This is an optimization exercise on Yosys and OpenROAD, whose aim is small area, a short achievable clock period and few clock cycles, not a production implementation.
Where RTL was checked, it was by simulation tests only, not by an equivalence proof against the original.
Power and IR drop assume default switching activity.

==> module axi4_mgr, before the edit <==
module axi4_mgr # (
  parameter unsigned AXI4_ADDR_WIDTH    = 32,
  parameter unsigned AXI4_DATA_WIDTH    = 64,
  parameter unsigned AXI_XSIZE         = (AXI4_DATA_WIDTH / 8),
  parameter unsigned DATA_COUNT_WIDTH  =  8
) (
  input  logic                         clk_i,
  input  logic                         rstn_i,
  input  logic [                2-1:0] req_i,
  input  logic [  AXI4_ADDR_WIDTH-1:0] axi_wr_addr_i,
  input  logic [  AXI4_ADDR_WIDTH-1:0] axi_rd_addr_i,
  input  logic                         wr_fifo_gnt_i,
  input  logic                         rd_fifo_req_i,
  input  logic [  AXI4_DATA_WIDTH-1:0] wr_fifo_data_i,
  input  logic [ DATA_COUNT_WIDTH-1:0] wr_data_count_i,
  input  logic [ DATA_COUNT_WIDTH-1:0] rd_data_count_i,
  output logic [                2-1:0] busy_o,    
  output logic [                2-1:0] wr_err_o,  
  output logic [                2-1:0] rd_err_o,  
  output logic                         wr_fifo_req_o,
  output logic                         rd_fifo_gnt_o,
  output logic [  AXI4_DATA_WIDTH-1:0] rd_fifo_data_o,
  output logic [  AXI4_ADDR_WIDTH-1:0] m_axi_aw_addr,
  output logic [                8-1:0] m_axi_aw_len,
  output logic [                3-1:0] m_axi_aw_size,
  output logic [                2-1:0] m_axi_aw_burst,
  output logic                         m_axi_aw_valid,
  input  logic                         m_axi_aw_ready,
  output logic [  AXI4_DATA_WIDTH-1:0] m_axi_w_data,
  output logic [AXI4_DATA_WIDTH/8-1:0] m_axi_w_strb,
  output logic                         m_axi_w_last,
  output logic                         m_axi_w_valid,
  input  logic                         m_axi_w_ready,
  input  logic [                2-1:0] m_axi_b_resp,
  input  logic                         m_axi_b_valid,
  output logic                         m_axi_b_ready,
  output logic [  AXI4_ADDR_WIDTH-1:0] m_axi_ar_addr,
  output logic [                8-1:0] m_axi_ar_len,
  output logic [                3-1:0] m_axi_ar_size,
  output logic [                2-1:0] m_axi_ar_burst,
  output logic                         m_axi_ar_valid,
  input  logic                         m_axi_ar_ready,
  input  logic [  AXI4_DATA_WIDTH-1:0] m_axi_r_data,
  input  logic [                2-1:0] m_axi_r_resp,
  input  logic                         m_axi_r_last,
  input  logic                         m_axi_r_valid,
  output logic                         m_axi_r_ready
);
  localparam int AW = AXI4_ADDR_WIDTH;
  logic          busy_wr_r, aw_valid_r, w_valid_r;
  logic [AW-1:3] aw_addr_r;
  logic [   7:0] aw_len_r;      
  logic [   1:0] wr_err_r;
  logic          w_last_r;      
  logic          busy_rd_r, ar_valid_r;
  logic [AW-1:3] ar_addr_r;
  logic [   7:0] ar_len_r;
  logic [   1:0] rd_err_r;
  logic wr_start, rd_start, w_hs, r_hs;
  assign wr_start = req_i[0] & ~busy_wr_r & (wr_data_count_i != '0);
  assign rd_start = req_i[1] & ~busy_rd_r & (rd_data_count_i != '0);
  assign w_hs     = w_valid_r & m_axi_w_ready;
  assign r_hs     = m_axi_r_valid & rd_fifo_req_i;
  assign busy_o         = {busy_rd_r, busy_wr_r};
  assign wr_err_o       = wr_err_r;
  assign rd_err_o       = rd_err_r;
  assign m_axi_aw_addr  = {aw_addr_r, 3'b000};
  assign m_axi_aw_len   = aw_len_r;
  assign m_axi_aw_size  = $clog2(AXI_XSIZE);
  assign m_axi_aw_burst = 2'b01;
  assign m_axi_aw_valid = aw_valid_r;
  assign m_axi_w_data   = wr_fifo_data_i;
  assign m_axi_w_strb   = '1;
  assign m_axi_w_last   = w_last_r;
  assign m_axi_w_valid  = w_valid_r;
  assign wr_fifo_req_o  = w_hs;
  assign m_axi_b_ready  = 1'b1;
  assign m_axi_ar_addr  = {ar_addr_r, 3'b000};
  assign m_axi_ar_len   = ar_len_r;
  assign m_axi_ar_size  = $clog2(AXI_XSIZE);
  assign m_axi_ar_burst = 2'b01;
  assign m_axi_ar_valid = ar_valid_r;
  assign m_axi_r_ready  = rd_fifo_req_i;
  assign rd_fifo_gnt_o  = r_hs;
  assign rd_fifo_data_o = m_axi_r_data;
  always_ff @(posedge clk_i or negedge rstn_i) begin
    if (~rstn_i) begin
      busy_wr_r  <= 1'b0;
      aw_valid_r <= 1'b0;
      w_valid_r  <= 1'b0;
    end else begin
      if (wr_start) begin
        busy_wr_r  <= 1'b1;
        aw_valid_r <= 1'b1;
      end else if (aw_valid_r) begin
        if (m_axi_aw_ready) begin
          aw_valid_r <= 1'b0;
          w_valid_r  <= 1'b1;
        end
      end else if (w_valid_r) begin
        if (m_axi_w_ready && aw_len_r == '0) w_valid_r <= 1'b0;
      end else if (m_axi_b_valid) begin
        busy_wr_r <= 1'b0;
      end
    end
  end
  logic [7:0] wcnt_m, wcnt_n;
  logic       wcnt_d;
  assign wcnt_m = busy_wr_r ? aw_len_r : wr_data_count_i;
  assign wcnt_d = ~busy_wr_r | w_hs;
  assign wcnt_n = wcnt_m - {7'd0, wcnt_d};
  always_ff @(posedge clk_i) begin
    if (~busy_wr_r) aw_addr_r <= axi_wr_addr_i[AW-1:3];
    aw_len_r <= wcnt_n;
    if (wcnt_d) w_last_r <= (wcnt_m == 8'd1);
  end
  always_ff @(posedge clk_i or negedge rstn_i) begin
    if (~rstn_i) begin
      busy_rd_r  <= 1'b0;
      ar_valid_r <= 1'b0;
    end else begin
      if (rd_start) begin
        busy_rd_r  <= 1'b1;
        ar_valid_r <= 1'b1;
      end else if (ar_valid_r) begin
        if (m_axi_ar_ready) ar_valid_r <= 1'b0;
      end else if (r_hs && m_axi_r_last) begin
        busy_rd_r <= 1'b0;
      end
    end
  end
  always_ff @(posedge clk_i) begin
    if (~busy_rd_r) begin
      ar_addr_r <= axi_rd_addr_i[AW-1:3];
      ar_len_r  <= rd_data_count_i - 8'd1;
    end
  end
  always_ff @(posedge clk_i or negedge rstn_i) begin
    if (~rstn_i) begin
      wr_err_r <= '0;
      rd_err_r <= '0;
    end else begin
      if (~busy_wr_r & req_i[0])   wr_err_r <= '0;
      else if (m_axi_b_resp != '0) wr_err_r <= m_axi_b_resp;
      if (~busy_rd_r & req_i[1])   rd_err_r <= '0;
      else if (m_axi_r_resp != '0) rd_err_r <= m_axi_r_resp;
    end
  end
endmodule
clock: 4.5 ns
lec_check: 0
cap_margin: 20
core_area: 10 10 190 190
cts_buf_list: sky130_fd_sc_hd__clkbuf_8
die_area: 0 0 200 200
setup_slack_margin: 2.35
slew_margin: 20
standard.sh (not shown) runs the stock make flow with config.mk's settings and CLKGATE_MAP_FILE= SYNTH_SCRIPT=/design/flow/synth_recipe.tcl, a recipe that flattens the netlist after the stock synthesis.
==> flow/flow/run.sh <==
#!/bin/bash
set -euo pipefail
export BUFFER_PORTS_ARGS="-buffer_cell sky130_fd_sc_hd__buf_1"
export SKIP_REPAIR_TIE_FANOUT=1
export CTS_ARGS="-sink_clustering_enable -repair_clock_nets -dont_use_dummy_load -buf_list sky130_fd_sc_hd__clkbuf_8"
bash standard.sh finish > orfs_make.log 2>&1
Testbench counts at the start, summed over its fixed seeds: cycles 38,180.
Next try:
--- a/flow/design.v
+++ b/flow/design.v
@@ -95,13 +95,13 @@
       end else if (aw_valid_r) begin
         if (m_axi_aw_ready) begin
           aw_valid_r <= 1'b0;
           w_valid_r  <= 1'b1;
         end
       end else if (w_valid_r) begin
-        if (m_axi_w_ready && aw_len_r == '0) w_valid_r <= 1'b0;
+        if (m_axi_w_ready && w_last_r) w_valid_r <= 1'b0;
       end else if (m_axi_b_valid) begin
         busy_wr_r <= 1'b0;
       end
     end
   end
   logic [7:0] wcnt_m, wcnt_n;
Result: Flip-flop and latch count is unchanged; cell count climbs slightly; clock power drops by a few percent; setup slack stays flat; clock-buffer cell count does not change; sequential share of layout area is about the same.
Only the layout flow was run in the second run of this note; the RTL was not checked for function there.

---

Another version of the RTL of axi4_mgr (not shown whole).
Size in the first run: ~340 cells after synthesis, ~83 flip-flops, ~4200 sq um of cells after synthesis.
==> module axi4_mgr, before the edit <==
module axi4_mgr # (
  parameter unsigned AXI4_ADDR_WIDTH    = 32,
  parameter unsigned AXI4_DATA_WIDTH    = 64,
  parameter unsigned AXI_XSIZE         = (AXI4_DATA_WIDTH / 8),
  parameter unsigned DATA_COUNT_WIDTH  =  8
) (
  input  logic                         clk_i,
  input  logic                         rstn_i,
  input  logic [                2-1:0] req_i,
  input  logic [  AXI4_ADDR_WIDTH-1:0] axi_wr_addr_i,
  input  logic [  AXI4_ADDR_WIDTH-1:0] axi_rd_addr_i,
  input  logic                         wr_fifo_gnt_i,
  input  logic                         rd_fifo_req_i,
  input  logic [  AXI4_DATA_WIDTH-1:0] wr_fifo_data_i,
  input  logic [ DATA_COUNT_WIDTH-1:0] wr_data_count_i,
  input  logic [ DATA_COUNT_WIDTH-1:0] rd_data_count_i,
  output logic [                2-1:0] busy_o,    
  output logic [                2-1:0] wr_err_o,  
  output logic [                2-1:0] rd_err_o,  
  output logic                         wr_fifo_req_o,
  output logic                         rd_fifo_gnt_o,
  output logic [  AXI4_DATA_WIDTH-1:0] rd_fifo_data_o,
  output logic [  AXI4_ADDR_WIDTH-1:0] m_axi_aw_addr,
  output logic [                8-1:0] m_axi_aw_len,
  output logic [                3-1:0] m_axi_aw_size,
  output logic [                2-1:0] m_axi_aw_burst,
  output logic                         m_axi_aw_valid,
  input  logic                         m_axi_aw_ready,
  output logic [  AXI4_DATA_WIDTH-1:0] m_axi_w_data,
  output logic [AXI4_DATA_WIDTH/8-1:0] m_axi_w_strb,
  output logic                         m_axi_w_last,
  output logic                         m_axi_w_valid,
  input  logic                         m_axi_w_ready,
  input  logic [                2-1:0] m_axi_b_resp,
  input  logic                         m_axi_b_valid,
  output logic                         m_axi_b_ready,
  output logic [  AXI4_ADDR_WIDTH-1:0] m_axi_ar_addr,
  output logic [                8-1:0] m_axi_ar_len,
  output logic [                3-1:0] m_axi_ar_size,
  output logic [                2-1:0] m_axi_ar_burst,
  output logic                         m_axi_ar_valid,
  input  logic                         m_axi_ar_ready,
  input  logic [  AXI4_DATA_WIDTH-1:0] m_axi_r_data,
  input  logic [                2-1:0] m_axi_r_resp,
  input  logic                         m_axi_r_last,
  input  logic                         m_axi_r_valid,
  output logic                         m_axi_r_ready
);
  localparam int AW = AXI4_ADDR_WIDTH;
  logic          busy_wr_r, aw_valid_r, w_valid_r;
  logic [AW-1:3] aw_addr_r;
  logic [   7:0] aw_len_r;      
  logic [   1:0] wr_err_r;
  logic          w_last_r;      
  logic          busy_rd_r, ar_valid_r;
  logic [AW-1:3] ar_addr_r;
  logic [   7:0] ar_len_r;
  logic [   1:0] rd_err_r;
  logic wr_start, rd_start, w_hs, r_hs;
  assign wr_start = req_i[0] & ~busy_wr_r & (wr_data_count_i != '0);
  assign rd_start = req_i[1] & ~busy_rd_r & (rd_data_count_i != '0);
  assign w_hs     = w_valid_r & m_axi_w_ready;
  assign r_hs     = m_axi_r_valid & rd_fifo_req_i;
  assign busy_o         = {busy_rd_r, busy_wr_r};
  assign wr_err_o       = wr_err_r;
  assign rd_err_o       = rd_err_r;
  assign m_axi_aw_addr  = {aw_addr_r, 3'b000};
  assign m_axi_aw_len   = aw_len_r;
  assign m_axi_aw_size  = $clog2(AXI_XSIZE);
  assign m_axi_aw_burst = 2'b01;
  assign m_axi_aw_valid = aw_valid_r;
  assign m_axi_w_data   = wr_fifo_data_i;
  assign m_axi_w_strb   = '1;
  assign m_axi_w_last   = w_last_r;
  assign m_axi_w_valid  = w_valid_r;
  assign wr_fifo_req_o  = w_hs;
  assign m_axi_b_ready  = 1'b1;
  assign m_axi_ar_addr  = {ar_addr_r, 3'b000};
  assign m_axi_ar_len   = ar_len_r;
  assign m_axi_ar_size  = $clog2(AXI_XSIZE);
  assign m_axi_ar_burst = 2'b01;
  assign m_axi_ar_valid = ar_valid_r;
  assign m_axi_r_ready  = rd_fifo_req_i;
  assign rd_fifo_gnt_o  = r_hs;
  assign rd_fifo_data_o = m_axi_r_data;
  logic wr_s0_r, wr_s1_r;
  assign busy_wr_r  = wr_s0_r | wr_s1_r;
  assign aw_valid_r = wr_s0_r & ~wr_s1_r;
  assign w_valid_r  = wr_s0_r & wr_s1_r;
  always_ff @(posedge clk_i or negedge rstn_i) begin
    if (~rstn_i) begin
      wr_s0_r <= 1'b0;
      wr_s1_r <= 1'b0;
    end else begin
      case ({wr_s1_r, wr_s0_r})
        2'b00: wr_s0_r <= wr_start;
        2'b01: wr_s1_r <= m_axi_aw_ready;
        2'b11: wr_s0_r <= ~(m_axi_w_ready & w_last_r);
        default: wr_s1_r <= ~m_axi_b_valid;
      endcase
    end
  end
  logic [7:0] wcnt_m, wcnt_n;
  logic       wcnt_d;
  assign wcnt_m = busy_wr_r ? aw_len_r : wr_data_count_i;
  assign wcnt_d = ~busy_wr_r | w_hs;
  assign wcnt_n = wcnt_m - {7'd0, wcnt_d};
  always_ff @(posedge clk_i) begin
    if (~busy_wr_r) aw_addr_r <= axi_wr_addr_i[AW-1:3];
    aw_len_r <= wcnt_n;
    if (wcnt_d) w_last_r <= (wcnt_m == 8'd1);
  end
  always_ff @(posedge clk_i or negedge rstn_i) begin
    if (~rstn_i) begin
      busy_rd_r  <= 1'b0;
      ar_valid_r <= 1'b0;
    end else begin
      if (rd_start) begin
        busy_rd_r  <= 1'b1;
        ar_valid_r <= 1'b1;
      end else if (ar_valid_r) begin
        if (m_axi_ar_ready) ar_valid_r <= 1'b0;
      end else if (r_hs && m_axi_r_last) begin
        busy_rd_r <= 1'b0;
      end
    end
  end
  always_ff @(posedge clk_i) begin
    if (~busy_rd_r) begin
      ar_addr_r <= axi_rd_addr_i[AW-1:3];
      ar_len_r  <= rd_data_count_i - 8'd1;
    end
  end
  always_ff @(posedge clk_i or negedge rstn_i) begin
    if (~rstn_i) begin
      wr_err_r <= '0;
      rd_err_r <= '0;
    end else begin
      if (~busy_wr_r & req_i[0])   wr_err_r <= '0;
      else if (m_axi_b_resp != '0) wr_err_r <= m_axi_b_resp;
      if (~busy_rd_r & req_i[1])   rd_err_r <= '0;
      else if (m_axi_r_resp != '0) rd_err_r <= m_axi_r_resp;
    end
  end
endmodule
Settings: LEC_CHECK=0, CAP_MARGIN=20, CORE_AREA=10 10 190 190, CTS_BUF_LIST=sky130_fd_sc_hd__clkbuf_8, DIE_AREA=0 0 200 200, SETUP_SLACK_MARGIN=2.3, SLEW_MARGIN=20; clock period 4.5 ns.
Scripts as last shown in full above: flow/flow/run.sh
The starting point produced a clean layout.
==> next run, changes <==
--- a/flow/design.v
+++ b/flow/design.v
@@ -80,27 +80,31 @@
   assign m_axi_ar_size  = $clog2(AXI_XSIZE);
   assign m_axi_ar_burst = 2'b01;
   assign m_axi_ar_valid = ar_valid_r;
   assign m_axi_r_ready  = rd_fifo_req_i;
   assign rd_fifo_gnt_o  = r_hs;
   assign rd_fifo_data_o = m_axi_r_data;
-  logic wr_s0_r, wr_s1_r;
-  assign busy_wr_r  = wr_s0_r | wr_s1_r;
-  assign aw_valid_r = wr_s0_r & ~wr_s1_r;
-  assign w_valid_r  = wr_s0_r & wr_s1_r;
   always_ff @(posedge clk_i or negedge rstn_i) begin
     if (~rstn_i) begin
-      wr_s0_r <= 1'b0;
-      wr_s1_r <= 1'b0;
+      busy_wr_r  <= 1'b0;
+      aw_valid_r <= 1'b0;
+      w_valid_r  <= 1'b0;
     end else begin
-      case ({wr_s1_r, wr_s0_r})
-        2'b00: wr_s0_r <= wr_start;
-        2'b01: wr_s1_r <= m_axi_aw_ready;
-        2'b11: wr_s0_r <= ~(m_axi_w_ready & w_last_r);
-        default: wr_s1_r <= ~m_axi_b_valid;
-      endcase
+      if (wr_start) begin
+        busy_wr_r  <= 1'b1;
+        aw_valid_r <= 1'b1;
+      end else if (aw_valid_r) begin
+        if (m_axi_aw_ready) begin
+          aw_valid_r <= 1'b0;
+          w_valid_r  <= 1'b1;
+        end
+      end else if (w_valid_r) begin
+        if (m_axi_w_ready && w_last_r) w_valid_r <= 1'b0;
+      end else if (m_axi_b_valid) begin
+        busy_wr_r <= 1'b0;
+      end
     end
   end
   logic [7:0] wcnt_m, wcnt_n;
   logic       wcnt_d;
   assign wcnt_m = busy_wr_r ? aw_len_r : wr_data_count_i;
   assign wcnt_d = ~busy_wr_r | w_hs;
Sequential power barely changes.
Count of clock-buffer cells in the layout does not change.
Design area shrinks by 2.8%.
Global-route usage shrinks by 0.29 points.
Utilization shrinks by 0.40 points.
Area after synthesis is about the same.
Flip-flop and latch count grows by 1.
Maximum frequency grows by 0.81%.
Die area stays the same.
Sequential share of layout area grows by 2.1 points.
Setup slack gains 18 ps.
Function was not checked in any run of this note: the RTL went through the layout flow alone.

afterwards: timing with drivers on the ports:
The results above use ideal ports. As a check the final layouts listed here were re-extracted and re-timed, cells and wires unchanged. Step 1: set_driving_cell puts a clkbuf_16 on clk_i and a buf_2 on each other input, an assumption about the parent block. Step 2 moves the port delays by t, midway between the first and last clock arrival at a register: inputs arrive t later, outputs are due t later. That takes back most of the time a late clock gives input paths. Three values: ideal ports, drivers, drivers and shift; two values: the first two.
run | t, ns | setup WS [ns] | worst setup path at the end | clock arrival spread, ns | worst slew at a driven data input, ns
the first run of note 1 | 0.383 | 2.344 / 2.309 / 2.180 | input to register | 0.020 / 0.021 | 0.20
the second run of note 1 | 0.388 | 2.343 / 2.308 / 2.042 | input to register | 0.034 / 0.034 | 0.16
the first run of note 2 | 0.380 | 2.312 / 2.288 / 1.995 | input to register | 0.021 / 0.021 | 0.18
the second run of note 2 | 0.388 | 2.329 / 2.299 / 2.155 | input to register | 0.034 / 0.034 | 0.16
After both steps setup and hold are still met in every run listed. The setup slack of the first run of note 2, which loses most, moves by -0.024 ns with the drivers and by -0.317 ns with both steps.
